This is an optimization exercise on Yosys and OpenROAD, whose aim is small area, not a production implementation. The RTL was checked by simulation tests, not by an equivalence proof against the original design. In run 3 the design's own scripts or RTL, not TritonCTS, make the clock network. No driver is modelled on the clock port, so clock power and skew are understated where the tree is cut down; a real chip needs a root buffer or a tree. Power is estimated from default activity; no workload was simulated.

### flow/run.sh
#!/bin/bash
# Own layout flow: the standard ORFS flow, with
#  - synthesis re-run with area-oriented ABC scripts (the smallest result is kept) and without
#    Yosys's full-adder extraction: the same passes before ABC, so the same registers; their
#    instance names are then set to the standard synthesis's, paired by the net on their Q pin,
#  - constant outputs driven by tie cells of their own instead of buffers of one tie cell,
#  - port buffers of the smallest buffer cell, and a clock tree without dummy loads.
# Every tool's output goes to a log file in this folder.
set -uo pipefail
here=$PWD
P=$FLOW_PLATFORM
R=$here/orfs/results/$P/FinalProject/base
# 1. standard synthesis (reference for the register names; also the fallback netlist)
bash standard.sh synth > std_synth.log 2>&1 || { echo "standard synthesis failed"; exit 1; }
cp $R/1_2_yosys.v std_1_2_yosys.v
# 2. own synthesis, one run per ABC script
mkdir -p own
sed -e '/# Technology mapping of adders/,/# Technology mapping of latches/{/# Technology mapping of latches/!d}' \
    -e 's#log_cmd abc {\*}\$abc_args#log_cmd abc -script $::env(OWN_ABC_SCRIPT) {*}$lib_args {*}$lib_dont_use_args#' \
    $FLOW_HOME/scripts/synth.tcl > own/synth_core.tcl
sed "s#source \$::env(SCRIPTS_DIR)/synth.tcl#source $here/own/synth_core.tcl#" synth_recipe.tcl > own/synth.tcl
best=""; best_area=""
if grep -q "OWN_ABC_SCRIPT" own/synth_core.tcl && ! grep -q "extract_fa" own/synth_core.tcl && grep -q "own/synth_core.tcl" own/synth.tcl; then
  for s in flow/abc_*.script; do
    n=$(basename $s .script)
    OWN_ABC_SCRIPT=$here/$s make -C $FLOW_HOME DESIGN_CONFIG=$FLOW_CONFIG WORK_HOME=$here/own/$n CLKGATE_MAP_FILE= \
      SYNTH_SCRIPT=$here/own/synth.tcl $here/own/$n/results/$P/FinalProject/base/1_2_yosys.v > own_synth_$n.log 2>&1 &
  done
  wait
  for s in flow/abc_*.script; do
    n=$(basename $s .script)
    v=own/$n/results/$P/FinalProject/base/1_2_yosys.v
    a=$(grep -o "Chip area for module .*: [0-9.]*" own/$n/reports/$P/FinalProject/base/synth_stat.txt 2>/dev/null | awk '{print $NF}')
    [ -f "$v" ] && [ -n "$a" ] || continue
    python3 flow/fixnames.py std_1_2_yosys.v $v own_$n.v > fixnames_$n.log 2>&1 || continue
    echo "$n $a" >> own_areas.log
    if [ -z "$best" ] || awk "BEGIN{exit !($a < $best_area)}"; then best=$n; best_area=$a; fi
  done
fi
if [ -n "$best" ]; then
  python3 flow/tiefix.py own_$best.v own_1_2_yosys.v > tiefix.log 2>&1 || cp own_$best.v own_1_2_yosys.v
  cp own_1_2_yosys.v $R/1_2_yosys.v; rm -f $R/1_synth.odb $R/1_synth.sdc
  echo "using own synthesis $best ($best_area)" >> own_areas.log
else
  echo "own synthesis not used" >> own_areas.log
fi
# 3. the rest of the standard flow
export BUFFER_PORTS_ARGS="-buffer_cell sky130_fd_sc_hd__buf_1"
export CTS_ARGS="-sink_clustering_enable -repair_clock_nets -dont_use_dummy_load -buf_list sky130_fd_sc_hd__clkbuf_8"
bash standard.sh finish > std_finish.log 2>&1 || { echo "flow failed"; tail -20 std_finish.log; exit 1; }
ls -l out/ > out.log
### flow/abc_H1.script
strash
ifraig
scorr
dc2
strash
balance -l
resub -K 6 -l
rewrite -l
resub -K 6 -N 2 -l
refactor -l
resub -K 8 -l
balance -l
resub -K 8 -N 2 -l
rewrite -l
resub -K 10 -l
rewrite -z -l
resub -K 10 -N 2 -l
balance -l
resub -K 12 -l
refactor -z -l
resub -K 12 -N 2 -l
rewrite -z -l
balance -l
dch -f
balance -l
resub -K 6 -l
rewrite -l
resub -K 6 -N 2 -l
refactor -l
resub -K 8 -l
balance -l
resub -K 8 -N 2 -l
rewrite -l
resub -K 10 -l
rewrite -z -l
resub -K 10 -N 2 -l
balance -l
resub -K 12 -l
refactor -z -l
resub -K 12 -N 2 -l
rewrite -z -l
balance -l
dch -f
amap -m -F 4 -A 8
strash
dch -f
amap -m -F 4 -A 8
topo
### flow/abc_I1.script
strash
ifraig
scorr
dc2
strash
balance -l
resub -K 6 -l
rewrite -l
resub -K 6 -N 2 -l
refactor -l
resub -K 8 -l
balance -l
resub -K 8 -N 2 -l
rewrite -l
resub -K 10 -l
rewrite -z -l
resub -K 10 -N 2 -l
balance -l
resub -K 12 -l
refactor -z -l
resub -K 12 -N 2 -l
rewrite -z -l
balance -l
dch -f
balance -l
resub -K 6 -l
rewrite -l
resub -K 6 -N 2 -l
refactor -l
resub -K 8 -l
balance -l
resub -K 8 -N 2 -l
rewrite -l
resub -K 10 -l
rewrite -z -l
resub -K 10 -N 2 -l
balance -l
resub -K 12 -l
refactor -z -l
resub -K 12 -N 2 -l
rewrite -z -l
balance -l
dch -f
amap -m -F 4 -A 8
strash
dch -f
amap -m -F 4 -A 8
strash
dch -f
amap -m -F 4 -A 8
topo
### flow/abc_J1.script
strash
ifraig
scorr
dc2
strash
balance -l
resub -K 6 -l
rewrite -l
resub -K 6 -N 2 -l
refactor -l
resub -K 8 -l
balance -l
resub -K 8 -N 2 -l
rewrite -l
resub -K 10 -l
rewrite -z -l
resub -K 10 -N 2 -l
balance -l
resub -K 12 -l
refactor -z -l
resub -K 12 -N 2 -l
rewrite -z -l
balance -l
dch -f
balance -l
resub -K 6 -l
rewrite -l
resub -K 6 -N 2 -l
refactor -l
resub -K 8 -l
balance -l
resub -K 8 -N 2 -l
rewrite -l
resub -K 10 -l
rewrite -z -l
resub -K 10 -N 2 -l
balance -l
resub -K 12 -l
refactor -z -l
resub -K 12 -N 2 -l
rewrite -z -l
balance -l
dch -f
amap -m -F 4 -A 8
strash
dch -f
amap -m -F 4 -A 8
strash
dch
amap -m -F 4 -A 8
topo
### flow/abc_J5.script
strash
ifraig
scorr
dc2
strash
balance -l
resub -K 6 -l
rewrite -l
resub -K 6 -N 2 -l
refactor -l
resub -K 8 -l
balance -l
resub -K 8 -N 2 -l
rewrite -l
resub -K 10 -l
rewrite -z -l
resub -K 10 -N 2 -l
balance -l
resub -K 12 -l
refactor -z -l
resub -K 12 -N 2 -l
rewrite -z -l
balance -l
dch -f
balance -l
resub -K 6 -l
rewrite -l
resub -K 6 -N 2 -l
refactor -l
resub -K 8 -l
balance -l
resub -K 8 -N 2 -l
rewrite -l
resub -K 10 -l
rewrite -z -l
resub -K 10 -N 2 -l
balance -l
resub -K 12 -l
refactor -z -l
resub -K 12 -N 2 -l
rewrite -z -l
balance -l
dch -f
amap -m -F 4 -A 8
strash
&get -n
&dch -f
&put
amap -m -F 4 -A 8
topo
### flow/abc_J8.script
strash
ifraig
scorr
dc2
strash
balance -l
resub -K 6 -l
rewrite -l
resub -K 6 -N 2 -l
refactor -l
resub -K 8 -l
balance -l
resub -K 8 -N 2 -l
rewrite -l
resub -K 10 -l
rewrite -z -l
resub -K 10 -N 2 -l
balance -l
resub -K 12 -l
refactor -z -l
resub -K 12 -N 2 -l
rewrite -z -l
balance -l
dch -f
balance -l
resub -K 6 -l
rewrite -l
resub -K 6 -N 2 -l
refactor -l
resub -K 8 -l
balance -l
resub -K 8 -N 2 -l
rewrite -l
resub -K 10 -l
rewrite -z -l
resub -K 10 -N 2 -l
balance -l
resub -K 12 -l
refactor -z -l
resub -K 12 -N 2 -l
rewrite -z -l
balance -l
dch -f
amap -F 4 -A 8
strash
dch -f
amap -m -F 4 -A 8
strash
dch -f
amap -F 4 -A 8
topo
### flow/fixnames.py
#!/usr/bin/env python3
"""Give the registers of our own synthesis the instance names the standard synthesis gave them.
usage: fixnames.py STD_NETLIST OWN_NETLIST OUT_NETLIST
Registers are paired by the net on their Q pin. Auto-named objects (_123_) of our netlist are
renamed to _o123_ first, so that the standard names cannot collide with them.
Exits with status 1 if the registers (names, cell types) cannot be paired one to one."""
import re, sys

FF = re.compile(r'^\s*(sky130_fd_sc_hd__\w*df\w*)\s+(\\\S+\s|\S+)\s*\((.*?)\);', re.M | re.S)

def regs(text):
    out = {}
    for m in FF.finditer(text):
        cell, inst, pins = m.group(1), m.group(2).strip(), m.group(3)
        q = re.search(r'\.Q\((.*?)\)\s*(,|$)', pins, re.S)
        if not q:
            sys.exit('no Q pin on ' + inst)
        out[q.group(1).strip()] = (inst, cell)
    return out

std = open(sys.argv[1]).read()
own = open(sys.argv[2]).read()
own = re.sub(r'(?<![\w$\\])_(\d+)_(?![\w$])', r'_o\1_', own)
rs, ro = regs(std), regs(own)
if set(rs) != set(ro):
    sys.exit('register Q nets differ: %s' % sorted(set(rs) ^ set(ro))[:10])
for q, (inst, cell) in rs.items():
    oinst, ocell = ro[q]
    if ocell != cell:
        sys.exit('cell type differs for %s: %s vs %s' % (q, cell, ocell))
    if oinst != inst:
        pat = re.compile(r'(sky130_fd_sc_hd__\w+\s+)' + re.escape(oinst) + (r'(?=\s)' if not oinst.startswith('\\') else r''))
        own, n = pat.subn(lambda m: m.group(1) + inst + (' ' if inst.startswith('\\') and not oinst.startswith('\\') else ''), own, count=1)
        if n != 1:
            sys.exit('could not rename ' + oinst)
# check
r2 = regs(own)
for q, (inst, cell) in rs.items():
    if r2[q] != (inst, cell):
        sys.exit('rename check failed for %s: %s vs %s' % (q, r2[q], (inst, cell)))
open(sys.argv[3], 'w').write(own)
print('registers paired:', len(rs))
### flow/tiefix.py
#!/usr/bin/env python3
"""Replace buffers that only pass a tie cell's constant to an output by tie cells of their own.
usage: tiefix.py IN_NETLIST OUT_NETLIST"""
import re, sys
txt = open(sys.argv[1]).read()
CELL = re.compile(r'^(\s*)(sky130_fd_sc_hd__\w+)\s+(\\\S+\s|\S+)\s*\((.*?)\);\n', re.M | re.S)
cells = [(m.start(), m.end(), m.group(2), m.group(3).strip(), dict((p, n.strip()) for p, n in re.findall(r'\.(\w+)\((.*?)\)\s*(?=,|$)', m.group(4), re.S))) for m in CELL.finditer(txt)]
const = {}
for s, e, typ, inst, pins in cells:
    if typ == 'sky130_fd_sc_hd__conb_1':
        for p in ('HI', 'LO'):
            if p in pins and pins[p]: const[pins[p]] = (p, inst)
repl = {}
n = 0
for s, e, typ, inst, pins in cells:
    if re.match(r'sky130_fd_sc_hd__(buf|clkbuf)_\d+$', typ) and pins.get('A') in const:
        pol, _ = const[pins['A']]
        repl[(s, e)] = '  sky130_fd_sc_hd__conb_1 tiefix_%d (\n    .%s(%s)\n  );\n' % (n, pol, pins['X'])
        n += 1
# drop tie cells whose outputs no longer have loads
out = []
last = 0
for s, e, typ, inst, pins in cells:
    out.append(txt[last:s])
    out.append(repl.get((s, e), txt[s:e]))
    last = e
out.append(txt[last:])
txt2 = ''.join(out)
for net, (pol, inst) in const.items():
    uses = len(re.findall(r'\(\s*' + re.escape(net) + r'\s*\)', txt2))
    if uses == 1:   # only the tie cell's own pin
        txt2 = re.sub(r'^\s*sky130_fd_sc_hd__conb_1\s+' + re.escape(inst) + r'\s*\(.*?\);\n', '', txt2, flags=re.M | re.S)
open(sys.argv[2], 'w').write(txt2)
print('buffers replaced by tie cells:', n)
### standard.sh
#!/bin/bash
# synth_recipe.tcl (not shown) runs the flow's synth.tcl, then flattens the netlist and writes it again
# the make line also repeats each setting of config.mk as NAME=value (left out here)
make -C /OpenROAD-flow-scripts/flow DESIGN_CONFIG=/design/flow/config.mk WORK_HOME=/design/flow/orfs CLKGATE_MAP_FILE= SYNTH_SCRIPT=/design/flow/synth_recipe.tcl "${@:-finish}"
### config.mk
export PLATFORM = sky130hd
export DESIGN_NAME = FinalProject
export DESIGN_NICKNAME = FinalProject
export VERILOG_FILES = /design/flow/design.v
export SDC_FILE = /design/flow/constraint.sdc
export NUM_CORES = 8
export LEC_CHECK = 0
export CAP_MARGIN = 0
export CORE_MARGIN = 2
export CORE_UTILIZATION = 40
export GPL_TIMING_DRIVEN = 0
export SLEW_MARGIN = 0
### constraint.sdc
create_clock -name core_clock -period 100.0 [get_ports {clk}]
set_input_delay 20.0000 -clock core_clock [delete_from_list [all_inputs] [get_ports {clk}]]
set_output_delay 20.0000 -clock core_clock [all_outputs]
set_load 0.01 [all_outputs]
### design.v
module sevenSeg(input [3:0] A, output [0:6] Seg);
  localparam [111:0] TBL = {7'b1111111, 7'b1111111, 7'b1111111, 7'b1111111, 7'b1111111,
                            7'b0000100, 7'b0000100, 7'b0000000, 7'b0001111, 7'b0100000,
                            7'b0100100, 7'b1001100, 7'b0000110, 7'b0010010, 7'b1001111,
                            7'b0000001};
  assign Seg = TBL[A * 7 +: 7];
endmodule
module FinalProject(input [3:0] in, input [1:0] pushButton, input clk, input rst, input onOff,
                    output [0:6] Hex0, Hex1, Hex2, Hex3, Hex4, Hex5, output readyLed);
  localparam [3:0] BL = 4'd15;   
  reg p;
  always @(posedge clk) p <= ~rst & ~p;
  wire [3:0] m1, h1, h2; wire [2:0] m2;
  m_tod u_tod(clk, rst, p, m1, m2, h1, h2);
  wire b0 = ~pushButton[0], b1 = ~pushButton[1];
  reg s1;                         
  reg [3:0] hv0, hv1, hv2, hv3;   
  reg [11:0] X;                   
  reg [2:0] ith; reg [3:0] itt, itu;    
  reg [2:0] cth; reg [3:0] ctt, ctu;    
  reg NA; reg [3:0] NB; reg [2:0] NC; reg [3:0] ND;   
  reg rdy;
  assign readyLed = rdy;
  wire [3:0] H0, H1, H2; wire [2:0] H3; wire [11:0] Xe;
  wire S2 = ~(X[11] & X[10]);
  wire S0 = ~S2 & ~s1, S1 = ~S2 & s1;
  m_entry u_entry(X, hv0, hv1, hv2, hv3, onOff, b0, b1, in, H0, H1, H2, H3, Xe);
  wire [2:0] ithn; wire [3:0] ittn, Dn; wire [11:0] Rn, Lk;
  m_norm u_norm(H0, H1, H2, H3, ithn, ittn, Dn, Rn, Lk);
  wire [11:0] sum; wire co;
  m_add u_add(S2 ? X : Rn, S2 ? {NA, NB, NC, ND} : Lk, sum, co);
  wire tA = sum[11]; wire [3:0] tB = sum[10:7]; wire [2:0] tC = sum[6:4]; wire [3:0] tD = sum[3:0];
  wire nb = co;
  wire nz0 = ~|ND, nz1 = nz0 & ~|NC, nz2 = nz1 & ~|NB;
  wire [3:0] NDd, NBd; wire [2:0] NCd;
  assign NDd[0] = (~ND[0]);
  assign NDd[1] = (~ND[0] & ND[3]) | (ND[0] & ND[1]) | (~ND[0] & ~ND[1] & ND[2]);
  assign NDd[2] = (~ND[0] & ND[3]) | (ND[0] & ND[2]) | (ND[1] & ND[2]);
  assign NDd[3] = (~ND[0] & ~ND[1] & ~ND[2] & ~ND[3]) | (ND[0] & ND[3]);
  assign NCd[0] = (~NC[0]);
  assign NCd[1] = (NC[0] & NC[1]) | (~NC[0] & NC[2]);
  assign NCd[2] = (~NC[0] & ~NC[1] & ~NC[2]) | (NC[0] & NC[2]);
  assign NBd[0] = (~NB[0]);
  assign NBd[1] = (~NB[0] & NB[3]) | (NB[0] & NB[1]) | (~NB[0] & ~NB[1] & NB[2]);
  assign NBd[2] = (~NB[0] & NB[3]) | (NB[0] & NB[2]) | (NB[1] & NB[2]);
  assign NBd[3] = (~NB[0] & ~NB[1] & ~NB[2] & ~NB[3]) | (NB[0] & NB[3]);
  wire tc = ND[3] & ND[2];
  wire eq = {cth, ctt, ctu} == {ith, itt, itu};
  wire cnt = eq & nb;
  wire tcn = tc | (eq & ~nb);
  wire tdisp = cnt & ~tc;
  wire [2:0] qh; wire [3:0] qt, qu; wire reach, le67, lt2;
  m_temp u_temp(cth, ith, ctt, ctu, itt, itu, tcn, qh, qt, qu, reach, le67, lt2);
  always @(posedge clk)
    if (rst) begin
      s1 <= 0; hv0 <= BL; hv1 <= BL; hv2 <= BL; hv3 <= BL;
      X <= {2'b11, 2'b00, 1'b1, 3'd0, 4'd0};
      NA <= 1; NB <= 9; NC <= 5; ND <= 9; cth <= 0; ctt <= 6; ctu <= 5;
    end else if (p) begin
      if (!onOff) begin
        hv0 <= m1; hv1 <= {1'b0, m2}; hv2 <= h1; hv3 <= h2; s1 <= 0; X <= Xe;
      end else if (S0) begin
          hv0 <= H0; hv1 <= H1; hv2 <= H2; hv3 <= BL; X <= Xe;
          if (b1) begin ith <= ithn; itt <= ittn; itu <= Dn; s1 <= 1; end
      end else if (S1) begin
          hv0 <= H0; hv1 <= H1; hv2 <= H2; hv3 <= {1'b0, H3};
          if (b1) X <= sum;
          else X <= Xe;
      end else begin
          if (tdisp) begin hv0 <= tD; hv1 <= {1'b0, tC}; hv2 <= tB; hv3 <= {3'b0, tA}; end
          else begin hv0 <= ctu; hv1 <= ctt; hv2 <= {1'b0, cth}; hv3 <= BL; end
      end
      if (S2) begin
        if (tcn) ND <= 4'd12;
        else if (cnt) ND <= NDd;
        if (cnt) begin
          if (nz0) NC <= NCd;
          if (nz1) NB <= NBd;
          if (nz2) NA <= ~NA;
        end
        if (~tcn) begin
          if (~eq) begin
            if (reach) begin cth <= ith; ctt <= itt; ctu <= itu; end
            else begin cth <= qh; ctt <= qt; ctu <= qu; end
          end
        end else begin
          if (le67 & ~lt2) begin cth <= 0; ctt <= 6; ctu <= 5; end
          else if (~le67) begin cth <= qh; ctt <= qt; ctu <= qu; end
        end
      end
    end
  always @(posedge clk)
    if (rst) rdy <= 0;
    else if (!p && S2) begin
      if (tcn & ~le67) rdy <= 0;
      else if (eq) rdy <= 1;
    end
  segDC Seg0(hv0, Hex0);
  segDC Seg1(hv1, Hex1);
  segDC Seg2(hv2, Hex2);
  sevenSeg Seg3(hv3, Hex3);
  assign Hex4 = 7'b1111111;
  assign Hex5 = 7'b1111111;
endmodule
module m_tod(input clk, rst, p, output reg [3:0] m1, output reg [2:0] m2, output reg [3:0] h1, h2);
  wire m1e = m1[3] & m1[0];    
  wire m2e = m2[2] & m2[0];    
  wire h1e = h1[3] & h1[0];    
  wire [3:0] m1n = {(m1[3] & ~m1[0]) | (m1[2] & m1[1] & m1[0]), m1[2] ^ (m1[1] & m1[0]),
                    ~m1[3] & (m1[1] ^ m1[0]), ~m1[0]};
  wire [3:0] h1n = {(h1[3] & ~h1[0]) | (h1[2] & h1[1] & h1[0]), h1[2] ^ (h1[1] & h1[0]),
                    ~h1[3] & (h1[1] ^ h1[0]), ~h1[0]};
  wire [2:0] m2n = {(m2[2] & ~m2[0]) | (m2[1] & m2[0]), ~m2[2] & (m2[1] ^ m2[0]), ~m2[0]};
  wire [3:0] h2n = {h2[3] ^ (h2[2] & h2[1] & h2[0]), h2[2] ^ (h2[1] & h2[0]), h2[1] ^ h2[0], ~h2[0]};
  always @(posedge clk)
    if (rst) begin m1 <= 0; m2 <= 0; h1 <= 0; h2 <= 0; end
    else if (!p) begin
      m1 <= m1n;
      if (m1e) begin
        m2 <= m2n;
        if (m2e) begin
          h1 <= h1n;
          if (h1e) h2 <= h2n;
        end
      end
    end
endmodule
module m_entry(input [11:0] X, input [3:0] hv0, hv1, hv2, hv3, input onOff, b0, b1, input [3:0] in, output [3:0] H0, H1, H2, output [2:0] H3, output [11:0] Xe);
  wire [2:0] f3 = {in[2] & (in[1] | in[0]), in[2] ? ~(in[1] ^ in[0]) : in[1], in[2] ^ in[0]};
  wire [2:0] f2 = {in[3] & (in[2] | in[1]), in[3] ? ~(in[2] ^ in[1]) : in[2], in[3] ^ in[1]};
  wire [3:0] fsw = {in[3] & f3[2], in[3] ^ f3[2], f3[1], f3[0]};    
  wire [3:0] val = X[3:0];
  wire [1:0] idx = X[5:4];
  wire tmr = X[6];
  wire z = X[7];
  wire [1:0] ip = X[9:8];
  wire [2:0] hv3z = hv3[3] ? 3'd0 : hv3[2:0];
  assign H0 = (ip == 2'd0) ? val : (z ? 4'd0 : hv0);
  assign H1 = (ip == 2'd1) ? val : (z ? 4'd0 : hv1);
  assign H2 = (ip == 2'd2) ? val : (z ? 4'd0 : hv2);
  assign H3 = (ip == 2'd3) ? val[2:0] : (z ? 3'd0 : hv3z);
  wire t2 = ~tmr & idx[1];               
  wire t3 = tmr & idx[1] & idx[0];       
  wire rs = ~onOff | (t2 & b1);          
  wire adv = b0 & ~t2 & ~t3;
  wire [1:0] idxn = ~onOff ? {1'b0, b0} : (t2 & b1) ? 2'd0 : {idx[1] ^ (adv & idx[0]), idx[0] ^ adv};
  wire tmrn = onOff & (tmr | (t2 & b1));
  wire [3:0] valn = ~onOff ? fsw : t2 ? (b1 ? 4'd0 : {1'b0, f2}) : t3 ? {1'b0, f3} : fsw;
  wire [1:0] ipn = rs ? 2'd0 : idx;
  assign Xe = {2'b11, ipn, rs, tmrn, idxn, valn};
endmodule
module m_norm(input [3:0] H0, H1, H2, input [2:0] H3, output [2:0] ithn, output [3:0] ittn, output [3:0] Dn, output [11:0] Rn, output [11:0] Lk);
  wire c0 = H0[3] & H0[1];
  assign Dn = {H0[3] & ~H0[1], H0[2], H0[1] & ~H0[3], H0[0]};
  wire c1, t10, c2;
  wire [2:0] Cdn, An;
  wire [3:0] Bn;
  assign c1 = (H1[1] & H1[2]) | (H1[3]) | (H1[0] & H1[2] & c0);
  assign Cdn[0] = (H1[0] & ~c0) | (~H1[0] & c0);
  assign Cdn[1] = (H1[0] & ~H1[1] & ~H1[2] & ~H1[3] & c0) | (~H1[0] & H1[1] & ~H1[2] & ~H1[3]) | (H1[0] & H1[1] & H1[2] & c0) | (~H1[0] & ~H1[1] & H1[3]) | (H1[0] & H1[3] & ~c0) | (H1[0] & H1[1] & ~H1[2] & ~c0);
  assign Cdn[2] = (~H1[1] & H1[2] & ~c0) | (H1[1] & H1[3]) | (H1[0] & H1[1] & ~H1[2] & c0) | (~H1[0] & ~H1[1] & H1[2]) | (H1[0] & H1[3] & c0);
  assign t10 = (H1[0] & H1[3] & c0) | (H1[1] & H1[3]);
  assign ittn[0] = (H1[0] & ~c0) | (~H1[0] & c0);
  assign ittn[1] = ~((~H1[1] & ~c0) | (H1[3]) | (~H1[0] & ~H1[1]) | (H1[0] & H1[1] & c0));
  assign ittn[2] = (H1[2] & ~c0) | (H1[0] & H1[1] & ~H1[2] & c0) | (~H1[1] & H1[2]) | (~H1[0] & H1[2]);
  assign ittn[3] = (~H1[0] & ~H1[1] & H1[3]) | (H1[0] & H1[1] & H1[2] & c0) | (H1[0] & H1[3] & ~c0);
  assign c2 = (H2[0] & H2[3] & c1) | (H2[1] & H2[3]);
  assign Bn[0] = (H2[0] & ~c1) | (~H2[0] & c1);
  assign Bn[1] = ~((~H2[1] & ~c1) | (H2[3]) | (~H2[0] & ~H2[1]) | (H2[0] & H2[1] & c1));
  assign Bn[2] = (H2[2] & ~c1) | (H2[0] & H2[1] & ~H2[2] & c1) | (~H2[1] & H2[2]) | (~H2[0] & H2[2]);
  assign Bn[3] = (~H2[0] & ~H2[1] & H2[3]) | (H2[0] & H2[1] & H2[2] & c1) | (H2[0] & H2[3] & ~c1);
  assign ithn[0] = (H2[0] & ~t10) | (~H2[0] & t10);
  assign ithn[1] = (H2[1] & ~t10) | (H2[0] & ~H2[1] & t10) | (~H2[0] & H2[1]);
  assign ithn[2] = (H2[2]) | (H2[0] & H2[1] & t10);
  assign An[0] = (H3[0] & ~c2) | (~H3[0] & c2);
  assign An[1] = (H3[1] & ~c2) | (H3[0] & ~H3[1] & c2) | (~H3[0] & H3[1]);
  assign An[2] = (H3[2]) | (H3[0] & H3[1] & c2);
  wire g424, g248, g72, g496;
  assign g424 = ~((~Bn[2] & ~Bn[3]) | (~Bn[1] & Bn[2]) | (~Bn[0] & Bn[1]) | (~Dn[2] & ~Dn[3] & ~Cdn[0] & ~Cdn[1] & ~Cdn[2] & Bn[2]));
  assign g248 = ~((~Bn[2] & ~Bn[3]) | (~Dn[3] & ~Cdn[0] & ~Cdn[1] & ~Cdn[2] & ~Bn[0] & ~Bn[1] & Bn[2]));
  assign g72 = ~((~Cdn[0] & ~Cdn[1] & ~Cdn[2] & ~Bn[1] & ~Bn[2] & ~Bn[3]) | (~Bn[0] & ~Bn[1] & ~Bn[2] & ~Bn[3]) | (~Dn[1] & ~Dn[2] & ~Dn[3] & ~Cdn[1] & ~Cdn[2] & ~Bn[1] & ~Bn[2] & ~Bn[3]));
  assign g496 = (Dn[1] & Dn[2] & Cdn[0] & Bn[3]) | (Dn[3] & Cdn[0] & Bn[3]) | (Cdn[1] & Bn[3]) | (Cdn[2] & Bn[3]) | (Bn[0] & Bn[3]);
  wire [2:0] k;
  assign k[0] = (An[1] & ~An[2] & ~g248) | (~An[0] & An[1] & ~g496) | (An[0] & ~An[1] & ~An[2] & g424) | (An[0] & ~An[1] & An[2] & g72) | (~An[0] & An[1] & ~An[2]);
  assign k[1] = (~An[1] & An[2]) | (~An[0] & An[2] & ~g496) | (An[0] & An[1] & ~An[2] & g248);
  assign k[2] = ~((~An[2]) | (~An[1]) | (~An[0] & ~g496));
  assign Lk[0] = 1'b0;
  assign Lk[1] = (k[0] & ~k[1]) | (~k[0] & k[1]);
  assign Lk[2] = (k[0] & ~k[1]) | (k[2]);
  assign Lk[3] = (k[0] & k[1]);
  assign Lk[4] = (k[0] & ~k[1]) | (~k[0] & k[1]);
  assign Lk[5] = 1'b0;
  assign Lk[6] = ~((~k[0] & ~k[1] & ~k[2]));
  assign Lk[7] = (~k[0] & k[1]) | (k[2]);
  assign Lk[8] = (k[0] & ~k[1]);
  assign Lk[9] = (~k[0] & k[1]);
  assign Lk[10] = (k[0] & k[1]);
  assign Lk[11] = (k[2]);
  assign Rn = {An[0], Bn, Cdn, Dn};
endmodule
module m_add(input [11:0] a, input [11:0] b, output [11:0] s, output co);
  function [4:0] add4(input [3:0] a, input [3:0] b, input ci);
    reg c; integer i;
    begin c = ci;
      for (i = 0; i < 4; i = i + 1) begin add4[i] = a[i] ^ b[i] ^ c; c = (a[i] & b[i]) | (c & (a[i] ^ b[i])); end
      add4[4] = c;
    end
  endfunction
  function [3:0] add3(input [2:0] a, input [2:0] b, input ci);
    reg c; integer i;
    begin c = ci;
      for (i = 0; i < 3; i = i + 1) begin add3[i] = a[i] ^ b[i] ^ c; c = (a[i] & b[i]) | (c & (a[i] ^ b[i])); end
      add3[3] = c;
    end
  endfunction
  wire [4:0] xD = add4(a[3:0], b[3:0], 1'b0);
  wire c1, c2, c3;
  assign c1 = ~((~xD[3] & ~xD[4]) | (~xD[1] & ~xD[2] & xD[3]));
  assign s[0] = (xD[0]);
  assign s[1] = (xD[1] & ~xD[3] & ~xD[4]) | (~xD[1] & xD[2] & xD[3]) | (~xD[1] & xD[4]);
  assign s[2] = (xD[2] & ~xD[3]) | (xD[1] & xD[2]) | (~xD[1] & xD[4]);
  assign s[3] = (~xD[1] & ~xD[2] & xD[3]) | (xD[1] & xD[4]);
  wire [3:0] xC = add3(a[6:4], b[6:4], c1);
  assign c2 = (xC[1] & xC[2]) | (xC[3]);
  assign s[4+0] = (xC[0]);
  assign s[4+1] = (~xC[1] & xC[3]) | (xC[1] & ~xC[2] & ~xC[3]);
  assign s[4+2] = (xC[1] & xC[3]) | (~xC[1] & xC[2]);
  wire [4:0] xB = add4(a[10:7], b[10:7], c2);
  assign c3 = ~((~xB[3] & ~xB[4]) | (~xB[1] & ~xB[2] & xB[3]));
  assign s[7+0] = (xB[0]);
  assign s[7+1] = (xB[1] & ~xB[3] & ~xB[4]) | (~xB[1] & xB[2] & xB[3]) | (~xB[1] & xB[4]);
  assign s[7+2] = (xB[2] & ~xB[3]) | (xB[1] & xB[2]) | (~xB[1] & xB[4]);
  assign s[7+3] = (~xB[1] & ~xB[2] & xB[3]) | (xB[1] & xB[4]);
  assign s[11] = a[11] ^ b[11] ^ c3;
  assign co = (a[11] & b[11]) | (c3 & (a[11] | b[11]));
endmodule
module m_temp(input [2:0] cth, ith, input [3:0] ctt, ctu, itt, itu, input dn,
              output [2:0] qh, output [3:0] qt, qu, output reach, le67, lt2);
  wire cu, ct2;
  assign cu = (ctu[3] & ~dn) | (~ctu[1] & ~ctu[2] & ~ctu[3] & dn);
  assign qu[0] = (ctu[0]);
  assign qu[1] = ~((ctu[1]) | (ctu[3] & ~dn) | (~ctu[2] & ~ctu[3] & dn));
  assign qu[2] = (ctu[1] & ~ctu[2] & ~dn) | (~ctu[1] & ctu[2] & ~dn) | (ctu[1] & ctu[2] & dn) | (ctu[3] & dn);
  assign qu[3] = (~ctu[1] & ~ctu[2] & ~ctu[3] & dn) | (ctu[1] & ctu[2] & ~dn);
  assign ct2 = (~ctt[0] & ~ctt[1] & ~ctt[2] & ~ctt[3] & cu & dn) | (ctt[0] & ctt[3] & cu & ~dn);
  assign qt[0] = (ctt[0] & ~cu) | (~ctt[0] & cu);
  assign qt[1] = (ctt[1] & ~cu) | (ctt[0] & ~ctt[1] & ~ctt[3] & cu & ~dn) | (~ctt[0] & ctt[1] & ~dn) | (ctt[0] & ctt[1] & dn) | (~ctt[0] & ~ctt[1] & ctt[2] & cu & dn) | (~ctt[0] & ctt[3] & cu & dn);
  assign qt[2] = (ctt[2] & ~cu) | (ctt[0] & ctt[1] & ~ctt[2] & cu & ~dn) | (~ctt[0] & ctt[3] & cu & dn) | (~ctt[0] & ctt[2] & ~dn) | (ctt[0] & ctt[2] & dn) | (ctt[0] & ~ctt[1] & ctt[2]) | (~ctt[0] & ctt[1] & ctt[2]);
  assign qt[3] = (ctt[3] & ~cu) | (~ctt[0] & ~ctt[1] & ~ctt[2] & ~ctt[3] & cu & dn) | (ctt[0] & ctt[1] & ctt[2] & cu & ~dn) | (~ctt[0] & ctt[3] & ~dn) | (ctt[0] & ctt[3] & dn);
  assign qh[0] = (cth[0] & ~ct2) | (~cth[0] & ct2);
  assign qh[1] = (cth[1] & ~ct2) | (cth[0] & ~cth[1] & ct2 & ~dn) | (~cth[0] & cth[1] & ~dn) | (~cth[0] & ~cth[1] & ct2 & dn) | (cth[0] & cth[1] & dn);
  assign qh[2] = ~((~cth[2] & ~ct2) | (cth[0] & cth[1] & cth[2] & ct2 & ~dn) | (~cth[0] & ~cth[1] & cth[2] & ct2 & dn) | (~cth[0] & ~cth[2] & ~dn) | (cth[0] & ~cth[1] & ~cth[2]) | (cth[1] & ~cth[2] & dn));
  assign le67 = ~((ctu[3] & ctt[1] & ctt[2]) | (ctt[0] & ctt[1] & ctt[2]) | (ctt[3]) | (cth[0]) | (cth[1]) | (cth[2]));
  assign lt2 = (~ctu[1] & ~ctu[2] & ~ctu[3] & ~ctt[0] & ~ctt[1] & ~ctt[2] & ~ctt[3] & ~cth[0] & ~cth[1] & ~cth[2]);
  wire [10:0] qv = {qh, qt, qu}, iv = {ith, itt, itu};
  reg c; integer i;
  always @* begin
    c = 1'b1;
    for (i = 0; i < 11; i = i + 1) c = (qv[i] & ~iv[i]) | (c & (qv[i] | ~iv[i]));
  end
  assign reach = c;
endmodule
module segDC(input [3:0] A, output [0:6] Seg);
  assign Seg[0] = (A[0] & ~A[1] & ~A[2] & ~A[3]) | (~A[0] & ~A[1] & A[2]) | (A[2] & A[3]);
  assign Seg[1] = ~((~A[2]) | (~A[0] & ~A[1]) | (A[0] & A[1] & ~A[3]));
  assign Seg[2] = (~A[0] & A[1] & ~A[2] & ~A[3]) | (A[2] & A[3]);
  assign Seg[3] = (A[0] & ~A[1] & ~A[2] & ~A[3]) | (~A[0] & ~A[1] & A[2]) | (A[0] & A[1] & A[2]);
  assign Seg[4] = (A[0]) | (~A[1] & A[2]) | (A[1] & A[3]);
  assign Seg[5] = (A[0] & ~A[2] & ~A[3]) | (A[1] & ~A[2] & ~A[3]) | (A[0] & A[1]);
  assign Seg[6] = (~A[1] & ~A[2] & ~A[3]) | (A[0] & A[1] & A[2]);
endmodule
==> flow_summary.ini, run 1 <==
[clock_network]
cts_resized = 0
cts_tree = yes
holdBufCountCts = 0
clk_latency_ns = 0.38
cts_max_level = 3
cts_made_buffers = 9
root_buffer = clkbuf_8
cts.clk_slew.worst_paths_ns = 0.07
cts_sinks = 80
cts_setup_buffers = 0
cts_buffer_depth = 2

[floorplanning]
die_w_um = 120
die_area_mm2 = 0.0143
ios = 52
rows = 42
die_h_um = 120
start_util_pct = 40.8
fp.coreArea_mm2 = 0.0131

[hold_path]
hold_path_end = NA
hold_start = NA
hold_class = reg -> reg
hold_depth = 2

[timing]
fmax_mhz = 45.1
skew_ns = 0.0286
fin_crit_ns = 22.18
setup_violations = 0
setup_slack_ns = 77.82
hold_viol = 0
worst_pin_slew_ns = 1.21
fin_tns_setup_ns = 0
rsz0062_at_grt = no
period_share_pct = 22.2
relSlewSlack_pct = 18.8
maxSlewViolCount = 0

[cells_and_area]
final_cells = 1014
area_growth_pct = 9.39
nets = 849
drive_gt1_share_pct = 1.55
diodes = 0

[grt]
grt_usage_pct = 26.3
grt_max_degree = 38
overflow = 0
grt_antenna_before_repair = 0
grt_pass1_wl_mm = 29.4
grt_pass1_vias = 5533

[critical_path]
path_cells = buf_2 -> clkinv_1 -> o21ai_0 -> a21oi_1
cpMaxStageDelayCell = clkinv_1
reg2reg_depth = 65
r2r_end = ctu[1]
ff2ff_setup_slack_ns = 87.14
r2r-start = X[9]
cp_data_required_time_ns = 100.21
cp_max_fo = 37
worst_setup_path_start_kind = primary input
critPathMaxStageDelay_ns = 1.19
critical_path_arrival_ns = 22.39
criticalPathCategory = in -> reg
worstSetupEndpointType = register

[logic_synthesis]
syn_nets = 800
avgSynthCellArea_um2 = 6.77
synthesis.area_mm2 = 0.00536
ys.warnings.count = 4
postSynthCellCount = 791

[detailed_routing]
num_vias = 6114
avgRoutedWirePerCell_um = 18.3
postRouteAntennaNets = 0
wl_mm = 18.6
drt-pass1-iter-count = 8
drc = 0
drt_iter0_drc = 638
via_per_inst = 6.03

[power_and_ir_drop]
total_power_w = 0.0000877
leakage_nw = 1.94
ir_drop_uv = 6.23
pwr_density_cell_mw_per_mm2 = 15.0

[placed_design]
dp_slack_ns = 77.49
io_buffers = 37
hpwl_mm = 14.0
dp.cells = 1005
gp_congestion = 0.958

[status]
status = timing/DRC/antenna clean

[flow_run]
maxCapViolCount = 0
==> flip-flops by register name, indices dropped and copies added (netlist names), 4 cells and up, named ones only <==
register and cells:
NB 4, ND 4, ctu 4, hv0 4, itu 4, X 12, hv2 4, hv1 4
ctt 4, hv3 4, itt 4, u_tod.h2 4
==> cell usage in the layout (no fill, tap or decap), types with 2 or more instances in the layout <==
cell type and instances:
a221o_1 2, a31oi_1 9, clkinv_1 119, a22oi_1 8, clkbuf_8 9, o21a_1 6
a21o_1 4, a21oi_1 55, o21ai_0 101, o22a_1 6, a211oi_1 5, o22ai_1 57
and2_0 2, a222oi_1 12, a32oi_1 2, or2_0 5, nor2_1 122, o211ai_1 9
o31ai_1 2, edfxtp_1 11, and3_1 4, conb_1 14, dfxtp_1 69, nor4_1 3
o221ai_1 24, nor2b_1 4, nand3_1 19, a2111oi_0 4, buf_1 36, a221oi_1 7
nand2_1 67, o32ai_1 6, nor3_1 17
==> metal layers <==
| layer | vias to the layer above | GRT usage (%) | wire length (um) |
|---|---|---|---|
| met5 | - | 0 | 0 |
| met4 | 0 | 12.1 | 661 |
| met3 | 42 | 3.37 | 1200 |
| met2 | 250 | 42.2 | 8510 |
| met1 | 2819 | 35.3 | 8220 |
| li1 | 3003 | - | - |
==> worst max-delay path by stage <==
stage / slack (ns) / to / cells past startpoint / startpoint
floorplan: 77.73 / ith[0] / 5 / onOff
global placement: 76.06 / X[3] / 8 / onOff
detailed placement: 77.49 / X[2] / 4 / rst
CTS: 77.85 / X[2] / 4 / rst
global route: 77.62 / X[2] / 4 / rst
finish: 77.82 / X[2] / 4 / rst
==> report_power, final <==
group	switching (W)	internal, W	total [W]
combinational	0.0000228	0.00000963	0.0000324
sequential	0.00000203	0.0000342	0.0000362
clock	0.0000110	0.00000805	0.0000190
==> through the flow <==
step / utilization (%) / instance area (um^2) / hold slack [ns]
after floorplan: - / 5360 / 0.421
after global placement: 43.5 / 5720 / 0.458
after detailed placement: 43.7 / 5740 / 0.468
after CTS: 44.6 / 5860 / 0.483
after global routing: 44.6 / 5860 / 0.501
final: 44.6 / 5860 / 0.480
==> area by class of cell <==
type / instances / area [um^2]
sequential: 80 / 1710
tap: 176 / 220
inverter: 119 / 447
fill: 1393 / 7280
multi-input combinational: 592 / 3210
clock buffer: 9 / 124
timing repair buffer: 38 / 151
==> worst max-delay path: cells and delay by family <==
family,cells,cell delay (ns)
buffers and inverters,2,1.82
AOI/OAI and AO/OA,2,0.52
==> run 2, diff against run 1 <==
--- a/flow/run.sh
+++ b/flow/run.sh
@@ -48,4 +48,5 @@
 export BUFFER_PORTS_ARGS="-buffer_cell sky130_fd_sc_hd__buf_1"
 export CTS_ARGS="-sink_clustering_enable -repair_clock_nets -dont_use_dummy_load -buf_list sky130_fd_sc_hd__clkbuf_8"
+[ -f flow/cts_args.txt ] && export CTS_ARGS="$(cat flow/cts_args.txt)"
 bash standard.sh finish > std_finish.log 2>&1 || { echo "flow failed"; tail -20 std_finish.log; exit 1; }
 ls -l out/ > out.log
==> flow/abc_dsA.script (new file) <==
strash
ifraig
scorr
dc2
strash
balance -l
resub -K 6 -l
rewrite -l
resub -K 6 -N 2 -l
refactor -l
resub -K 8 -l
balance -l
resub -K 8 -N 2 -l
rewrite -l
resub -K 10 -l
rewrite -z -l
resub -K 10 -N 2 -l
balance -l
resub -K 12 -l
refactor -z -l
resub -K 12 -N 2 -l
rewrite -z -l
balance -l
&get -n
&deepsyn -I 1 -J 100 -S 3
&put
balance -l
resub -K 6 -l
rewrite -l
resub -K 6 -N 2 -l
refactor -l
resub -K 8 -l
balance -l
resub -K 8 -N 2 -l
rewrite -l
resub -K 10 -l
rewrite -z -l
resub -K 10 -N 2 -l
balance -l
resub -K 12 -l
refactor -z -l
resub -K 12 -N 2 -l
rewrite -z -l
balance -l
&get -n
&deepsyn -I 1 -J 100 -S 5
&put
balance -l
resub -K 6 -l
rewrite -l
resub -K 6 -N 2 -l
refactor -l
resub -K 8 -l
balance -l
resub -K 8 -N 2 -l
rewrite -l
resub -K 10 -l
rewrite -z -l
resub -K 10 -N 2 -l
balance -l
resub -K 12 -l
refactor -z -l
resub -K 12 -N 2 -l
rewrite -z -l
balance -l
&get -n
&deepsyn -I 1 -J 100 -S 9
&put
balance -l
resub -K 6 -l
rewrite -l
resub -K 6 -N 2 -l
refactor -l
resub -K 8 -l
balance -l
resub -K 8 -N 2 -l
rewrite -l
resub -K 10 -l
rewrite -z -l
resub -K 10 -N 2 -l
balance -l
resub -K 12 -l
refactor -z -l
resub -K 12 -N 2 -l
rewrite -z -l
balance -l
&get -n
&deepsyn -I 1 -J 100 -S 12
&put
balance -l
resub -K 6 -l
rewrite -l
resub -K 6 -N 2 -l
refactor -l
resub -K 8 -l
balance -l
resub -K 8 -N 2 -l
rewrite -l
resub -K 10 -l
rewrite -z -l
resub -K 10 -N 2 -l
balance -l
resub -K 12 -l
refactor -z -l
resub -K 12 -N 2 -l
rewrite -z -l
balance -l
&get -n
&deepsyn -I 1 -J 100 -S 15
&put
balance -l
resub -K 6 -l
rewrite -l
resub -K 6 -N 2 -l
refactor -l
resub -K 8 -l
balance -l
resub -K 8 -N 2 -l
rewrite -l
resub -K 10 -l
rewrite -z -l
resub -K 10 -N 2 -l
balance -l
resub -K 12 -l
refactor -z -l
resub -K 12 -N 2 -l
rewrite -z -l
balance -l
dch -f
amap -m -F 4 -A 8
strash
dch -f
amap -m -F 4 -A 8
topo
==> flow/abc_dsB.script (new file) <==
strash
ifraig
scorr
dc2
strash
balance -l
resub -K 6 -l
rewrite -l
resub -K 6 -N 2 -l
refactor -l
resub -K 8 -l
balance -l
resub -K 8 -N 2 -l
rewrite -l
resub -K 10 -l
rewrite -z -l
resub -K 10 -N 2 -l
balance -l
resub -K 12 -l
refactor -z -l
resub -K 12 -N 2 -l
rewrite -z -l
balance -l
&get -n
&deepsyn -I 1 -J 100 -S 11
&put
balance -l
resub -K 6 -l
rewrite -l
resub -K 6 -N 2 -l
refactor -l
resub -K 8 -l
balance -l
resub -K 8 -N 2 -l
rewrite -l
resub -K 10 -l
rewrite -z -l
resub -K 10 -N 2 -l
balance -l
resub -K 12 -l
refactor -z -l
resub -K 12 -N 2 -l
rewrite -z -l
balance -l
&get -n
&deepsyn -I 1 -J 100 -S 17
&put
balance -l
resub -K 6 -l
rewrite -l
resub -K 6 -N 2 -l
refactor -l
resub -K 8 -l
balance -l
resub -K 8 -N 2 -l
rewrite -l
resub -K 10 -l
rewrite -z -l
resub -K 10 -N 2 -l
balance -l
resub -K 12 -l
refactor -z -l
resub -K 12 -N 2 -l
rewrite -z -l
balance -l
&get -n
&deepsyn -I 1 -J 100 -S 23
&put
balance -l
resub -K 6 -l
rewrite -l
resub -K 6 -N 2 -l
refactor -l
resub -K 8 -l
balance -l
resub -K 8 -N 2 -l
rewrite -l
resub -K 10 -l
rewrite -z -l
resub -K 10 -N 2 -l
balance -l
resub -K 12 -l
refactor -z -l
resub -K 12 -N 2 -l
rewrite -z -l
balance -l
dch -f
amap -m -F 4 -A 8
strash
dch -f
amap -m -F 4 -A 8
topo
==> flow/abc_dsC.script (new file) <==
strash
ifraig
scorr
dc2
strash
balance -l
resub -K 6 -l
rewrite -l
resub -K 6 -N 2 -l
refactor -l
resub -K 8 -l
balance -l
resub -K 8 -N 2 -l
rewrite -l
resub -K 10 -l
rewrite -z -l
resub -K 10 -N 2 -l
balance -l
resub -K 12 -l
refactor -z -l
resub -K 12 -N 2 -l
rewrite -z -l
balance -l
&get -n
&deepsyn -I 1 -J 100 -S 3
&put
balance -l
resub -K 6 -l
rewrite -l
resub -K 6 -N 2 -l
refactor -l
resub -K 8 -l
balance -l
resub -K 8 -N 2 -l
rewrite -l
resub -K 10 -l
rewrite -z -l
resub -K 10 -N 2 -l
balance -l
resub -K 12 -l
refactor -z -l
resub -K 12 -N 2 -l
rewrite -z -l
balance -l
&get -n
&deepsyn -I 1 -J 100 -S 5
&put
balance -l
resub -K 6 -l
rewrite -l
resub -K 6 -N 2 -l
refactor -l
resub -K 8 -l
balance -l
resub -K 8 -N 2 -l
rewrite -l
resub -K 10 -l
rewrite -z -l
resub -K 10 -N 2 -l
balance -l
resub -K 12 -l
refactor -z -l
resub -K 12 -N 2 -l
rewrite -z -l
balance -l
&get -n
&deepsyn -I 1 -J 100 -S 9
&put
balance -l
resub -K 6 -l
rewrite -l
resub -K 6 -N 2 -l
refactor -l
resub -K 8 -l
balance -l
resub -K 8 -N 2 -l
rewrite -l
resub -K 10 -l
rewrite -z -l
resub -K 10 -N 2 -l
balance -l
resub -K 12 -l
refactor -z -l
resub -K 12 -N 2 -l
rewrite -z -l
balance -l
dch -f
amap -m -F 4 -A 8
strash
dch -f
amap -m -F 4 -A 8
topo
==> flow/abc_dsD.script (new file) <==
strash
ifraig
scorr
dc2
strash
balance -l
resub -K 6 -l
rewrite -l
resub -K 6 -N 2 -l
refactor -l
resub -K 8 -l
balance -l
resub -K 8 -N 2 -l
rewrite -l
resub -K 10 -l
rewrite -z -l
resub -K 10 -N 2 -l
balance -l
resub -K 12 -l
refactor -z -l
resub -K 12 -N 2 -l
rewrite -z -l
balance -l
&get -n
&deepsyn -I 1 -J 100 -S 13
&put
balance -l
resub -K 6 -l
rewrite -l
resub -K 6 -N 2 -l
refactor -l
resub -K 8 -l
balance -l
resub -K 8 -N 2 -l
rewrite -l
resub -K 10 -l
rewrite -z -l
resub -K 10 -N 2 -l
balance -l
resub -K 12 -l
refactor -z -l
resub -K 12 -N 2 -l
rewrite -z -l
balance -l
&get -n
&deepsyn -I 1 -J 100 -S 27
&put
balance -l
resub -K 6 -l
rewrite -l
resub -K 6 -N 2 -l
refactor -l
resub -K 8 -l
balance -l
resub -K 8 -N 2 -l
rewrite -l
resub -K 10 -l
rewrite -z -l
resub -K 10 -N 2 -l
balance -l
resub -K 12 -l
refactor -z -l
resub -K 12 -N 2 -l
rewrite -z -l
balance -l
dch -f
amap -m -F 4 -A 8
strash
dch -f
amap -m -F 4 -A 8
topo
==> flow/abc_dsE.script (new file) <==
strash
ifraig
scorr
dc2
strash
balance -l
resub -K 6 -l
rewrite -l
resub -K 6 -N 2 -l
refactor -l
resub -K 8 -l
balance -l
resub -K 8 -N 2 -l
rewrite -l
resub -K 10 -l
rewrite -z -l
resub -K 10 -N 2 -l
balance -l
resub -K 12 -l
refactor -z -l
resub -K 12 -N 2 -l
rewrite -z -l
balance -l
&get -n
&deepsyn -I 1 -J 100 -S 31
&put
balance -l
resub -K 6 -l
rewrite -l
resub -K 6 -N 2 -l
refactor -l
resub -K 8 -l
balance -l
resub -K 8 -N 2 -l
rewrite -l
resub -K 10 -l
rewrite -z -l
resub -K 10 -N 2 -l
balance -l
resub -K 12 -l
refactor -z -l
resub -K 12 -N 2 -l
rewrite -z -l
balance -l
&get -n
&deepsyn -I 1 -J 100 -S 37
&put
balance -l
resub -K 6 -l
rewrite -l
resub -K 6 -N 2 -l
refactor -l
resub -K 8 -l
balance -l
resub -K 8 -N 2 -l
rewrite -l
resub -K 10 -l
rewrite -z -l
resub -K 10 -N 2 -l
balance -l
resub -K 12 -l
refactor -z -l
resub -K 12 -N 2 -l
rewrite -z -l
balance -l
&get -n
&deepsyn -I 1 -J 100 -S 41
&put
balance -l
resub -K 6 -l
rewrite -l
resub -K 6 -N 2 -l
refactor -l
resub -K 8 -l
balance -l
resub -K 8 -N 2 -l
rewrite -l
resub -K 10 -l
rewrite -z -l
resub -K 10 -N 2 -l
balance -l
resub -K 12 -l
refactor -z -l
resub -K 12 -N 2 -l
rewrite -z -l
balance -l
&get -n
&deepsyn -I 1 -J 100 -S 43
&put
balance -l
resub -K 6 -l
rewrite -l
resub -K 6 -N 2 -l
refactor -l
resub -K 8 -l
balance -l
resub -K 8 -N 2 -l
rewrite -l
resub -K 10 -l
rewrite -z -l
resub -K 10 -N 2 -l
balance -l
resub -K 12 -l
refactor -z -l
resub -K 12 -N 2 -l
rewrite -z -l
balance -l
&get -n
&deepsyn -I 1 -J 100 -S 47
&put
balance -l
resub -K 6 -l
rewrite -l
resub -K 6 -N 2 -l
refactor -l
resub -K 8 -l
balance -l
resub -K 8 -N 2 -l
rewrite -l
resub -K 10 -l
rewrite -z -l
resub -K 10 -N 2 -l
balance -l
resub -K 12 -l
refactor -z -l
resub -K 12 -N 2 -l
rewrite -z -l
balance -l
dch -f
amap -m -F 4 -A 8
strash
dch -f
amap -m -F 4 -A 8
topo
==> flow/abc_dsF.script (new file) <==
strash
ifraig
scorr
dc2
strash
balance -l
resub -K 6 -l
rewrite -l
resub -K 6 -N 2 -l
refactor -l
resub -K 8 -l
balance -l
resub -K 8 -N 2 -l
rewrite -l
resub -K 10 -l
rewrite -z -l
resub -K 10 -N 2 -l
balance -l
resub -K 12 -l
refactor -z -l
resub -K 12 -N 2 -l
rewrite -z -l
balance -l
&get -n
&deepsyn -I 1 -J 100 -S 2
&put
balance -l
resub -K 6 -l
rewrite -l
resub -K 6 -N 2 -l
refactor -l
resub -K 8 -l
balance -l
resub -K 8 -N 2 -l
rewrite -l
resub -K 10 -l
rewrite -z -l
resub -K 10 -N 2 -l
balance -l
resub -K 12 -l
refactor -z -l
resub -K 12 -N 2 -l
rewrite -z -l
balance -l
&get -n
&deepsyn -I 1 -J 100 -S 4
&put
balance -l
resub -K 6 -l
rewrite -l
resub -K 6 -N 2 -l
refactor -l
resub -K 8 -l
balance -l
resub -K 8 -N 2 -l
rewrite -l
resub -K 10 -l
rewrite -z -l
resub -K 10 -N 2 -l
balance -l
resub -K 12 -l
refactor -z -l
resub -K 12 -N 2 -l
rewrite -z -l
balance -l
&get -n
&deepsyn -I 1 -J 100 -S 6
&put
balance -l
resub -K 6 -l
rewrite -l
resub -K 6 -N 2 -l
refactor -l
resub -K 8 -l
balance -l
resub -K 8 -N 2 -l
rewrite -l
resub -K 10 -l
rewrite -z -l
resub -K 10 -N 2 -l
balance -l
resub -K 12 -l
refactor -z -l
resub -K 12 -N 2 -l
rewrite -z -l
balance -l
&get -n
&deepsyn -I 1 -J 100 -S 8
&put
balance -l
resub -K 6 -l
rewrite -l
resub -K 6 -N 2 -l
refactor -l
resub -K 8 -l
balance -l
resub -K 8 -N 2 -l
rewrite -l
resub -K 10 -l
rewrite -z -l
resub -K 10 -N 2 -l
balance -l
resub -K 12 -l
refactor -z -l
resub -K 12 -N 2 -l
rewrite -z -l
balance -l
dch -f
amap -m -F 4 -A 8
strash
dch -f
amap -m -F 4 -A 8
topo
removed: flow/abc_H1.script
removed: flow/abc_I1.script
removed: flow/abc_J5.script
removed: flow/abc_J8.script
==> flow_summary.ini, run 2 <==
[status]
status = timing/DRC/antenna clean

[floorplanning]
die_w_um = 118
die_h_um = 118
die_area_mm2 = 0.0139
fp.coreArea_mm2 = 0.0126
start_util_pct = 41.0
ios = 52
rows = 41

[power_and_ir_drop]
ir_drop_uv = 8.34
pwr_density_cell_mw_per_mm2 = 12.0
leakage_nw = 1.82

[detailed_routing]
wl_mm = 17.4
num_vias = 5919
drt-pass1-iter-count = 8
postRouteAntennaNets = 0
via_per_inst = 5.98
drt_iter0_drc = 532
avgRoutedWirePerCell_um = 17.6
drc = 0

[timing]
worst_pin_slew_ns = 1.20
hold_viol = 0
setup_violations = 0
fin_tns_setup_ns = 0
period_share_pct = 23.3
fin_crit_ns = 23.31
fmax_mhz = 42.9
maxSlewViolCount = 0
skew_ns = 0.0180
relSlewSlack_pct = 18.9
rsz0062_at_grt = no

[clock_network]
root_buffer = clkbuf_8
holdBufCountCts = 0
cts_buffer_depth = 2
cts_max_level = 3
cts_tree = yes
cts_made_buffers = 9
clk_latency_ns = 0.38
cts_setup_buffers = 0
cts_sinks = 80
cts.clk_slew.worst_paths_ns = 0.07
cts_resized = 0

[critical_path]
cp.depth = 12
path_delay_family = simple AND/OR/NAND/NOR gates
worst_setup_path_start_kind = primary input
cp_num_buf_inv = 4
ff2ff_setup_slack_ns = 87.05
criticalPathCategory = in -> reg
cp_data_required_time_ns = 100.27
cpMaxStageDelayCell = nor2_1
reg2reg_depth = 71
r2r-start = X[9]
critical_path_arrival_ns = 23.57
crit_top_cell = nor2_1
r2r_end = ctt[0]
cp_max_fo = 21
worstSetupEndpointType = register
critPathMaxStageDelay_ns = 0.56
path_cells = buf_1 -> buf_8 -> nor2_1 -> clkinv_1 -> or3_1 -> nor2_1 -> nor4_1 -> o21ai_0 -> clkinv_1 -> nand2_1 -> nor2_1 -> a221o_1

[grt]
grt_pass1_vias = 5325
met1_usage_pct = 31.0
grt_most_used_layer = met2
grt_usage_pct = 24.9
overflow = 0
grtUsageMet2_pct = 41.9
grt_pass1_wl_mm = 27.3
grt_max_degree = 22
met3_usage_pct = 5.86
grt_antenna_before_repair = 0

[cells_and_area]
seq_area_mm2 = 0.00171
largest_register_ffs = 12
drive_gt1_share_pct = 1.47
regMostFlops = X
nets = 829
final_cell_mix = nor2_1, clkinv_1, o21ai_0
diodes = 0
fillers = 1354
final_cells = 990
layout_commonest_cell = nor2_1
multiInputGateArea_mm2 = 0.00301
area_growth_pct = 9.86

[placed_design]
dp.cells = 981
hpwl_mm = 13.5
gp_congestion = 0.940
io_buffers = 37

[logic_synthesis]
postSynthCellCount = 770
synthesis.area_mm2 = 0.00518
avgSynthCellArea_um2 = 6.73
syn_nets = 779
ys.warnings.count = 4

[hold_path]
hold_depth = 2
hold_path_end = s1
hold_start = s1
hold_class = reg -> reg

[flow_run]
maxCapViolCount = 0
## run 2: worst max-delay path by stage
stage / slack [ns] / endpoint / start
after floorplan: 77.90 / X[5] / rst
after global placement: 76.07 / X[5] / rst
after detailed placement: 76.41 / X[5] / rst
after CTS: 76.80 / X[5] / rst
after global routing: 76.51 / X[5] / rst
final: 76.70 / X[5] / rst
## run 2: where the power goes
part            total, W  internal, W  switching, W
clock network  0.0000192   0.00000805     0.0000112
logic          0.0000141   0.00000432    0.00000982
registers      0.0000349    0.0000336    0.00000124
total          0.0000682    0.0000460     0.0000222
## run 2: area by class of cell
| cell class | instances | share of cell area [%] |
|---|---|---|
| clock buffer | 9 | 2.18 |
| sequential | 80 | 30.1 |
| tap | 172 | 3.78 |
| multi-input combinational | 567 | 52.9 |
| timing repair buffer | 39 | 2.97 |
| inverter | 123 | 8.11 |
## run 2: routing by layer
layer  vias to the layer above  share of wire, %
li1                       2872                 -
met1                      2750                42
met2                       251                48
met3                        46               7.1
met4                         0               2.8
met5                         -                 0
## run 2: tightest hold or removal path, stage by stage (launching register included)
cell,delay [ns]
dfxtp_1,0.33
nand2_1,0.06
nand2_1,0.04
## run 2: stage by stage
step	worst slack (ns)	cell area [um^2]	util, %	power (W)	hold slack, ns
6_report	76.70	5690	45.1	0.0000682	0.477
5_1_grt	76.51	5690	45.1	0.0000715	0.505
4_1_cts	76.80	5690	45.1	0.0000686	0.470
3_5_place_dp	76.41	5570	44.1	0.0000494	0.460
3_3_place_gp	76.07	5530	43.9	0.0000490	0.449
2_1_floorplan	77.90	5180	-	0.0000446	0.434
==> run 3, diff against run 2 <==
--- a/flow/run.sh
+++ b/flow/run.sh
@@ -49,4 +49,20 @@
 export CTS_ARGS="-sink_clustering_enable -repair_clock_nets -dont_use_dummy_load -buf_list sky130_fd_sc_hd__clkbuf_8"
 [ -f flow/cts_args.txt ] && export CTS_ARGS="$(cat flow/cts_args.txt)"
+# clock tree by hand (flow/clocktree.tcl): the fewest leaf buffers whose estimated clock-pin
+# slew stays well under the limit; without one, the standard clock tree synthesis runs
+if [ -f flow/clocktree.tcl ]; then
+  bash standard.sh place > std_place.log 2>&1 || { echo "placement failed"; tail -20 std_place.log; exit 1; }
+  for K in 5 6 7 8 10 12; do
+    ( cd $R && PLATFORM_DIR=$FLOW_HOME/platforms/$P CT_NBUF=$K CT_CELL=sky130_fd_sc_hd__clkbuf_8 \
+      CT_ROOT=sky130_fd_sc_hd__clkbuf_8 CT_IN=3_place.odb CT_SDC=3_place.sdc CT_OUT=$here/ct_$K.odb \
+      openroad -no_init -exit $here/flow/clocktree.tcl ) > clocktree_$K.log 2>&1 || continue
+    sl=$(grep "max clock pin slew" clocktree_$K.log | awk '{print $NF}')
+    if [ -n "$sl" ] && [ -f ct_$K.odb ] && awk "BEGIN{exit !($sl <= 0.110)}"; then
+      cp ct_$K.odb $R/4_1_cts.odb; cp $R/3_place.sdc $R/4_cts.sdc
+      echo "clock tree by hand: $K leaf buffers, estimated slew $sl" >> clocktree.log
+      break
+    fi
+  done
+fi
 bash standard.sh finish > std_finish.log 2>&1 || { echo "flow failed"; tail -20 std_finish.log; exit 1; }
 ls -l out/ > out.log
==> flow/clocktree.tcl (new file) <==
# Clock tree built by hand: the clock port drives one root buffer, which drives CT_NBUF leaf
# buffers, each driving the clock pins of one group of registers. The groups come from
# recursive bisection of the register positions, so they are compact and of equal size.
# env: CT_NBUF, CT_CELL (leaf), CT_ROOT (root), CT_IN, CT_SDC, CT_OUT, PLATFORM_DIR
set P $::env(PLATFORM_DIR)
read_liberty $P/lib/sky130_fd_sc_hd__tt_025C_1v80.lib
read_db $::env(CT_IN)
read_sdc $::env(CT_SDC)
source $P/setRC.tcl
set nbuf $::env(CT_NBUF)
set db [ord::get_db]
set block [ord::get_db_block]
set clk [$block findNet clk]
set leafm [$db findMaster $::env(CT_CELL)]
set rootm [$db findMaster $::env(CT_ROOT)]
set sinks {}
foreach it [$clk getITerms] {
  set bb [[$it getInst] getBBox]
  lappend sinks [list $it [expr {([$bb xMin] + [$bb xMax]) / 2}] [expr {([$bb yMin] + [$bb yMax]) / 2}]]
}
puts "clock sinks: [llength $sinks]"
proc bisect {sinks k} {
  if {$k <= 1} { return [list $sinks] }
  set xs {}; set ys {}
  foreach s $sinks { lappend xs [lindex $s 1]; lappend ys [lindex $s 2] }
  set xs [lsort -integer $xs]; set ys [lsort -integer $ys]
  set dx [expr {[lindex $xs end] - [lindex $xs 0]}]
  set dy [expr {[lindex $ys end] - [lindex $ys 0]}]
  set idx [expr {$dx >= $dy ? 1 : 2}]
  set sorted [lsort -integer -index $idx $sinks]
  set k1 [expr {$k / 2}]; set k2 [expr {$k - $k1}]
  set n1 [expr {int(round(double([llength $sorted]) * $k1 / $k))}]
  set a [lrange $sorted 0 [expr {$n1 - 1}]]
  set b [lrange $sorted $n1 end]
  return [concat [bisect $a $k1] [bisect $b $k2]]
}
set groups [bisect $sinks $nbuf]
set rinst [odb::dbInst_create $block $rootm "clkbuf_man_root"]
set rnet [odb::dbNet_create $block "clknet_man_root"]
$rnet setSigType CLOCK
[$rinst findITerm A] connect $clk
[$rinst findITerm X] connect $rnet
set sx 0; set sy 0; set k 0
foreach g $groups {
  set gx 0; set gy 0
  foreach s $g { set gx [expr {$gx + [lindex $s 1]}]; set gy [expr {$gy + [lindex $s 2]}] }
  set gx [expr {$gx / [llength $g]}]; set gy [expr {$gy / [llength $g]}]
  set sx [expr {$sx + $gx}]; set sy [expr {$sy + $gy}]
  set inst [odb::dbInst_create $block $leafm "clkbuf_man_$k"]
  set net [odb::dbNet_create $block "clknet_man_$k"]
  $net setSigType CLOCK
  [$inst findITerm A] connect $rnet
  [$inst findITerm X] connect $net
  $inst setLocation $gx $gy
  $inst setPlacementStatus PLACED
  foreach s $g { set it [lindex $s 0]; $it disconnect; $it connect $net }
  puts "group $k: [llength $g] sinks"
  incr k
}
$rinst setLocation [expr {$sx / $nbuf}] [expr {$sy / $nbuf}]
$rinst setPlacementStatus PLACED
detailed_placement
check_placement -verbose
set_propagated_clock [all_clocks]
estimate_parasitics -placement
set mx 0
foreach pin [get_pins -hierarchical */CLK] {
  set s [get_property $pin slew_max]
  if {$s > $mx} {set mx $s}
}
puts "max clock pin slew (placement estimate): $mx"
report_clock_skew
report_checks -path_delay min -format full_clock_expanded -group_path_count 1
report_check_types -max_slew -max_capacitance -violators
write_db $::env(CT_OUT)
removed: flow/abc_dsA.script
removed: flow/abc_dsB.script
removed: flow/abc_dsC.script
removed: flow/abc_dsD.script
removed: flow/abc_dsE.script
removed: flow/abc_dsF.script
==> flow_summary.ini, run 3 <==
[critical_path]
reg2reg_depth = 67
r2r-start = X[9]
cp_max_fo = 37
critPathMaxStageDelay_ns = 1.18
r2r_end = ctu[1]
cpMaxStageDelayCell = clkinv_1
ff2ff_setup_slack_ns = 87.10
worst_setup_path_start_kind = primary input
criticalPathCategory = in -> reg
cp_data_required_time_ns = 100.24
path_cells = buf_2 -> clkinv_1 -> o21ai_0 -> a21oi_1
critical_path_arrival_ns = 22.36
worstSetupEndpointType = register

[placed_design]
hpwl_mm = 14.0
io_buffers = 37
gp_congestion = 0.958

[power_and_ir_drop]
pwr_density_cell_mw_per_mm2 = 14.8
ir_drop_uv = 9.36
leakage_nw = 1.92

[cells_and_area]
diodes = 0
drive_gt1_share_pct = 1.32
post-route-util_pct = 44.4
layout_commonest_cell = nor2_1
final_cell_mix = nor2_1, clkinv_1, o21ai_0
area_growth_pct = 8.87
largest_register_ffs = 12
regMostFlops = X
nets = 847

[timing]
fin_hold_ws_ns = 0.476
maxSlewViolCount = 0
setup_violations = 0
fmax_mhz = 45.2
rsz0062_at_grt = no
hold_viol = 0
fin_crit_ns = 22.13
fin_tns_setup_ns = 0
relSlewSlack_pct = 20.6
skew_ns = 0.0142
period_share_pct = 22.1
worst_pin_slew_ns = 1.18

[floorplanning]
ios = 52
fp.coreArea_mm2 = 0.0131
start_util_pct = 40.8
die_h_um = 120
die_w_um = 120
rows = 42
die_area_mm2 = 0.0143

[grt]
met3_usage_pct = 1.85
grt_usage_pct = 25.4
grt_most_used_layer = met2
met1_usage_pct = 35.0
grt_max_degree = 38
grt_antenna_before_repair = 0
grt_pass1_vias = 5545
overflow = 0
grt_pass1_wl_mm = 29.4
grtUsageMet2_pct = 41.8

[hold_path]
hold_class = reg -> reg
hold_start = u_tod.h2[3]
hold_depth = 1
hold_path_end = u_tod.h2[3]

[detailed_routing]
avgRoutedWirePerCell_um = 18.4
via_per_inst = 6.03
drc = 0
postRouteAntennaNets = 0
drt-pass1-iter-count = 7
drt_iter0_drc = 637
num_vias = 6100
wl_mm = 18.6

[clock_network]
clk_latency_ns = 0.38
cts.clk_slew.worst_paths_ns = 0.09

[flow_run]
maxCapViolCount = 0

[logic_synthesis]
synthesis.area_mm2 = 0.00536
syn_nets = 800
ys.warnings.count = 4
postSynthCellCount = 791
avgSynthCellArea_um2 = 6.77

[status]
status = timing/DRC/antenna clean
-- run 3: cell types whose count changed in the layout (fill, tap and decap cells not counted), moves of 6 or more --
cell      before  now
o21ai_0       80  101
a211oi_1      11    5
nor2_1       133  122
nand3_1       10   19
nor3_1        28   17
a222oi_1       1   12
-- run 3: per-stage QoR --
step | instance area (um^2) | setup slack, ns | instances | power [W]
6_report | 5830 | 77.87 | 1012 | 0.0000862
5_1_grt | 5830 | 77.65 | 1012 | 0.0000914
3_5_place_dp | 5740 | 77.49 | 1005 | 0.0000685
3_3_place_gp | 5720 | 76.06 | 1004 | 0.0000678
2_1_floorplan | 5360 | 77.73 | 791 | 0.0000585
-- run 3: worst max-delay path by stage --
stage           from  endpoint  cells past startpoint
2_1_floorplan  onOff    ith[0]                      5
3_3_place_gp   onOff      X[3]                      8
3_5_place_dp     rst      X[2]                      4
5_1_grt          rst      X[2]                      4
6_report         rst      X[2]                      4
-- run 3: report_power, final --
group,leakage [nW],total (W),internal (W),switching (W)
clock,0.0503,0.0000174,0.00000634,0.0000111
combinational,1.21,0.0000325,0.00000963,0.0000229
sequential,0.663,0.0000362,0.0000342,0.00000201
-- run 3: critical path, delay by kind of cell --
family / cells / cell delay, ns
compound gates: 2 / 0.51
buf+inv: 2 / 1.82
-- run 3: final cells by class --
class	count	area (um^2)
fill	1385	7300
tap	176	220
inverter	119	447
buffer	7	96.3
sequential	80	1710
multi-input combinational	592	3210
timing repair buffer	38	151
-- run 3: layer usage --
| layer | routed length, um | vias to the layer above |
|---|---|---|
| met1 | 8250 | 2802 |
| met3 | 1160 | 43 |
| met5 | 0 | - |
| met2 | 8490 | 251 |
| li1 | - | 3004 |
| met4 | 678 | 0 |

[what the ideal ports hide]
The flow's constraints put no driver on any port. The routed layouts listed below were extracted and timed again, unchanged, in two steps. Step 1, drivers: a clkbuf_16 drives clk and a buf_2 each remaining input, both assumed. Step 2 adds t to the input delays and takes it off the output delays; t is the mean of the earliest and latest rising clock arrival at the registers after step 1. Input paths then give back, and output paths get back, about the clock's delay inside the block. a / b / c = no drivers / after step 1 / after step 2; a / b = the first two.
run | t (ns) | setup slack, ns | worst register clock-pin slew, ns
run 1 | 0.399 | 77.822 / 77.835 / 77.436 | 0.09 / 0.09
run 2 | 0.401 | 76.695 / 76.707 / 76.306 | 0.08 / 0.08
run 3 | 0.407 | 77.874 / 77.886 / 77.479 | 0.10 / 0.10
After both steps every run listed still meets setup and hold. For run 3, which loses most, drivers alone change the setup slack by +0.012 ns; drivers and shift together by -0.395 ns.
